This design comes from an exercise in tuning for small area, a short achievable clock period and few clock cycles per item on the open sky130 flow, not from production work. Function was not checked in any run shown here: the RTL went through the layout flow alone. No activity file was given, so power comes from the tool's default toggle rates.

## flow/design.v (module list and top-level ports; edited modules follow where they fit)
// module verilog_multiplier: 1121 lines
module verilog_multiplier(clk, rst, ready, op1, op2, res, done);
  // ...
==> flow/run.sh <==
#!/bin/bash
# synth_recipe.tcl (not shown) runs the flow's synth.tcl, then flattens the netlist and writes it again
# the make line also repeats each setting of config.mk as NAME=value (left out here)
make -C /OpenROAD-flow-scripts/flow DESIGN_CONFIG=/design/flow/config.mk WORK_HOME=/design/flow/orfs CLKGATE_MAP_FILE= SYNTH_SCRIPT=/design/flow/synth_recipe.tcl finish
==> flow/config.mk <==
export PLATFORM = sky130hd
export DESIGN_NAME = verilog_multiplier
export DESIGN_NICKNAME = verilog_multiplier
export VERILOG_FILES = /design/flow/design.v
export SDC_FILE = /design/flow/constraint.sdc
export NUM_CORES = 4
export LEC_CHECK = 0
export CAP_MARGIN = 20
export CORE_MARGIN = 2
export CORE_UTILIZATION = 40
export SETUP_SLACK_MARGIN = 3.0
export SLEW_MARGIN = 20
==> flow/constraint.sdc <==
create_clock -name core_clock -period 8.0 [get_ports {clk}]
set_input_delay 1.6000 -clock core_clock [delete_from_list [all_inputs] [get_ports {clk}]]
set_output_delay 1.6000 -clock core_clock [all_outputs]
set_load 0.01 [all_outputs]
==> impl_metrics.env, run 1 <==
export IMPL_max_flop_register="S"
export IMPL_viasPerCell=5.34
export IMPL_met2_usage=0.430
export IMPL_clock_latency_ps=380
export IMPL_rrSetupSlack_ps=3090
export IMPL_synth_seq_cells=111
export IMPL_fin_skew_ps=16.7
export IMPL_status="timing/DRC/antenna clean"
export IMPL_synth_edf_count=15
export IMPL_dominant_cells="multi-input combinational cells"
export IMPL_synth_main_ff_cell="dfxtp_1"
export IMPL_tap_cells=855
export IMPL_cp_max_fo=8
export IMPL_vias=21700
export IMPL_htreeDepth=3
export IMPL_clkbuf_count=10
export IMPL_synth_top_area_cell="fa_1"
export IMPL_maxPowerGroup="combinational cells"
export IMPL_final_cell_mix="423 x inv_1, 381 x and2_1, 343 x fa_1"
export IMPL_rr_endpoint="E[6]"
export IMPL_drive_above_1_share=0.237
export IMPL_initial_core_util=0.405
export IMPL_irDropWorstVdd_uv=160
export IMPL_holdPathEnd="st[1]"
export IMPL_drc_errors=0
export IMPL_cts_tree="built"
export IMPL_syn_nets=3744
==> inputs of run 2 (changes only) <==
--- a/flow/config.mk
+++ b/flow/config.mk
@@ -10,3 +10,2 @@
 export CORE_UTILIZATION = 40
-export SETUP_SLACK_MARGIN = 3.0
 export SLEW_MARGIN = 20
==> impl_metrics.env, run 2 <==
export IMPL_status="timing/DRC/antenna clean"
export IMPL_final_nets=3766
export IMPL_synth_area_per_cell_um2=8.41
export IMPL_syn_cell_area_um2=26100
export IMPL_grt_usage=0.248
export IMPL_cts_root_buf="clkbuf_16"
export IMPL_finalCriticalPeriod_ps=7660
export IMPL_max_clock_path_buffers=2
export IMPL_max_cap_violations=0
export IMPL_setup_viol=0
export IMPL_stdcell_count=3986
export IMPL_tightest_slew_ps=1130
export IMPL_synth_seq_cells=111
export IMPL_yosysMostFrequentCell="inv_1"
export IMPL_finalHoldViolations=0
export IMPL_drc_errors=0
export IMPL_crit_top_cell="ha_1"
export IMPL_design_die_area_um2=67300
export IMPL_overflow=0
export IMPL_synth_edf_count=15
export IMPL_synthTopCellsByArea="fa_1 37%, and2_1 9.8%, inv_1 7.5%, dfxtp_1 7.1%, nand2_1 5.2%"
export IMPL_die_y_um=259
export IMPL_vias=21300
export IMPL_grt_pass1_vias=22400
export IMPL_die_w_um=259
export IMPL_whs_ps=692
export IMPL_rows=93
export IMPL_ant_nets=0
export IMPL_finalSetupTns_ps=0
export IMPL_slowest_stage="a2111oi_0"
export IMPL_ys_seq_area_frac=0.0915
export IMPL_dp_cells=3966
export IMPL_largest_register_ffs=48
export IMPL_cp_required_ps=6400
export IMPL_fmax_mhz=131
export IMPL_timing_worst_setup_path_type="flop to output port"
export IMPL_place_port_buffers=99
export IMPL_htreeDepth=3
export IMPL_top_regs="S (48), C (46), E (10)"
export IMPL_drive_above_1_share=0.0597
export IMPL_dp_hpwl_mm=64.4
export IMPL_gp_congestion=0.942
export IMPL_synth_cell_types=99
export IMPL_grt_pass1_wl_mm=130
export IMPL_power_density_nw_per_um2=162
export IMPL_cts_sinks=111
export IMPL_layout_commonest_cell="inv_1"
export IMPL_hp_class="flop to flop"
export IMPL_synth_commonest_cells="524 x inv_1, 485 x fa_1, 409 x and2_1, 360 x nand2_1, 148 x clkbuf_1"
export IMPL_dr_pass1_iters=5
export IMPL_cts_tree="built"
export IMPL_endpoint_kind="output port"
export IMPL_finalMaxSlewViolations=0
export IMPL_fin_skew_ps=18.8
export IMPL_clock_latency_ps=380
export IMPL_slowest_delay_ps=660
export IMPL_slew_headroom=0.246
export IMPL_synth_top_area_cell="fa_1"
export IMPL_synthArstFlopShare=0.0270
export IMPL_coreArea_um2=64500
export IMPL_antenna_found_initial=0
export IMPL_cp_max_fo=23
export IMPL_final_cell_mix="524 x inv_1, 485 x fa_1, 409 x and2_1"
export IMPL_synth_cells=3104
export IMPL_antenna_cells=0
export IMPL_syn2layout_area_growth_pct=9.47
export IMPL_synth_top_area_frac=0.372
export IMPL_syn_nets=3744
export IMPL_ios=100
export IMPL_ys_warnings_count=1
export IMPL_finalCritPeriodShare=0.957
export IMPL_drt_iter0_drc=1486
export IMPL_initial_core_util=0.405
export IMPL_worstPathCellList="ha_1 -> a21oi_1 -> o21ai_0 -> a2111oi_0 -> o21bai_1 -> o21ba_2 -> or4_1 -> nand3b_4 -> nand4b_4 -> nor4_4 -> xnor2_2 -> inv_2 -> ha_1 -> ha_1 -> nand3_1 -> nor2_1 -> xnor2_1 -> buf_4 -> nand2b_1 -> buf_4 -> o31ai_1 -> clkdlybuf4s50_1"
export IMPL_irDropWorstVdd_uv=140
export IMPL_wl_mm=81.8
export IMPL_startpoint_type="flop"
export IMPL_path_clk_slew_ps=90
export IMPL_wl_per_cell_um=20.5
export IMPL_synth_main_ff_cell="dfxtp_1"
export IMPL_grt_max_degree=81
export IMPL_max_flop_register="S"
export IMPL_cts_made_buffers=9
export IMPL_arrival_ps=6060
export IMPL_viasPerCell=5.34
export IMPL_finish_utilization=0.443
export IMPL_leakage_nw=12.8
-- run 2: cell counts after synthesis --
Identical to the previous run, type by type.
-- run 2: cell families after synthesis --
| kind of cell | count (synthesis) | synth area share |
|---|---|---|
| flops | 111 | 0.0915 |
| fa+ha+maj | 573 | 0.414 |
| xor+xnor | 111 | 0.0384 |
| simple gates | 1131 | 0.228 |
| buf+inv | 712 | 0.106 |
| mux | 30 | 0.0116 |
| compound gates | 436 | 0.110 |
-- run 2: worst paths after layout --
check	slack [ps]	endpoint	startpoint	cells past startpoint
min	690	st[1]	st[1]	2
min reg2reg	690	st[1]	st[1]	2
max in group asynchronous	6430	st[0]	rst	2
max reg2reg	3100	E[6]	S[8]	15
max	340	res[22]	C[24]	22
min in group asynchronous	1400	st[1]	rst	2
-- run 2: power by group --
group          internal, W  switching, W
registers         0.000563             0
clock network     0.000211      0.000224
logic              0.00155       0.00209
total              0.00232       0.00231
-- run 2: worst max-delay path, delay by kind of cell (launching register included) --
kind | cells | cell delay, ps
AND/OR/NAND/NOR | 7 | 1310
AO/OA/AOI/OAI | 6 | 1910
buffers and inverters | 4 | 1030
XOR/XNOR | 2 | 290
flip-flops | 1 | 310
adder cells (fa/ha/maj) | 3 | 820
-- run 2: per-layer routing --
layer	track usage	routed length, um
met5	0	0
met4	0.0608	1840
met3	0.0279	4380
met2	0.424	39200
met1	0.336	36400
-- run 2: cell type report --
class / instances / area (um^2)
clock buffer: 11 / 233
clock inverter: 5 / 32.5
fill: 6508 / 35900
inverter: 525 / 1970
multi-input combinational: 2281 / 21100
sequential: 111 / 2390
tap: 855 / 1070
timing repair buffer: 198 / 1730
-- run 2: per-stage QoR --
step                      cell area (um^2)  setup slack (ps)  power (W)
after floorplan                      26100              1020    0.00296
after global placement               28100               539    0.00412
after detailed placement             28100               495    0.00420
after CTS                            28400               176    0.00463
after global routing                 28600             -20.1    0.00518
final                                28600               343    0.00463
-- run 2: timing repair --
action | 4_1_cts | 5_1_grt
hold buffers | 0 | 0
endpoints found under the hold margin | 0 | 0
setup buffers | 0 | 4
gates resized for setup | 0 | 23
setup endpoints to repair | 0 | 23

[afterwards: timing with drivers on the ports]
The flow's constraints put no driver on any port. The routed layouts listed below were extracted and timed again, unchanged, in two steps. Step 1 assumes that a clkbuf_16 drives the clock port and a buf_2 every other input. Step 2 also shifts input and output timing later by t, the mid clock arrival at the registers, as if the neighbouring blocks saw the same clock. a / b / c = ideal ports / drivers / drivers and shift; a / b = the first two.
| run | t (ns) | slack for setup (ns) | latest minus earliest clock arrival (ns) | worst data-port slew with drivers (ns) |
|---|---|---|---|---|
| run 1 | 0.425 | 1.172 / 1.116 / 1.541 | 0.018 / 0.017 | 0.10 |
| run 2 | 0.420 | 0.343 / 0.295 / 0.489 | 0.019 / 0.019 | 0.09 |
After both steps every run listed still meets setup and hold.
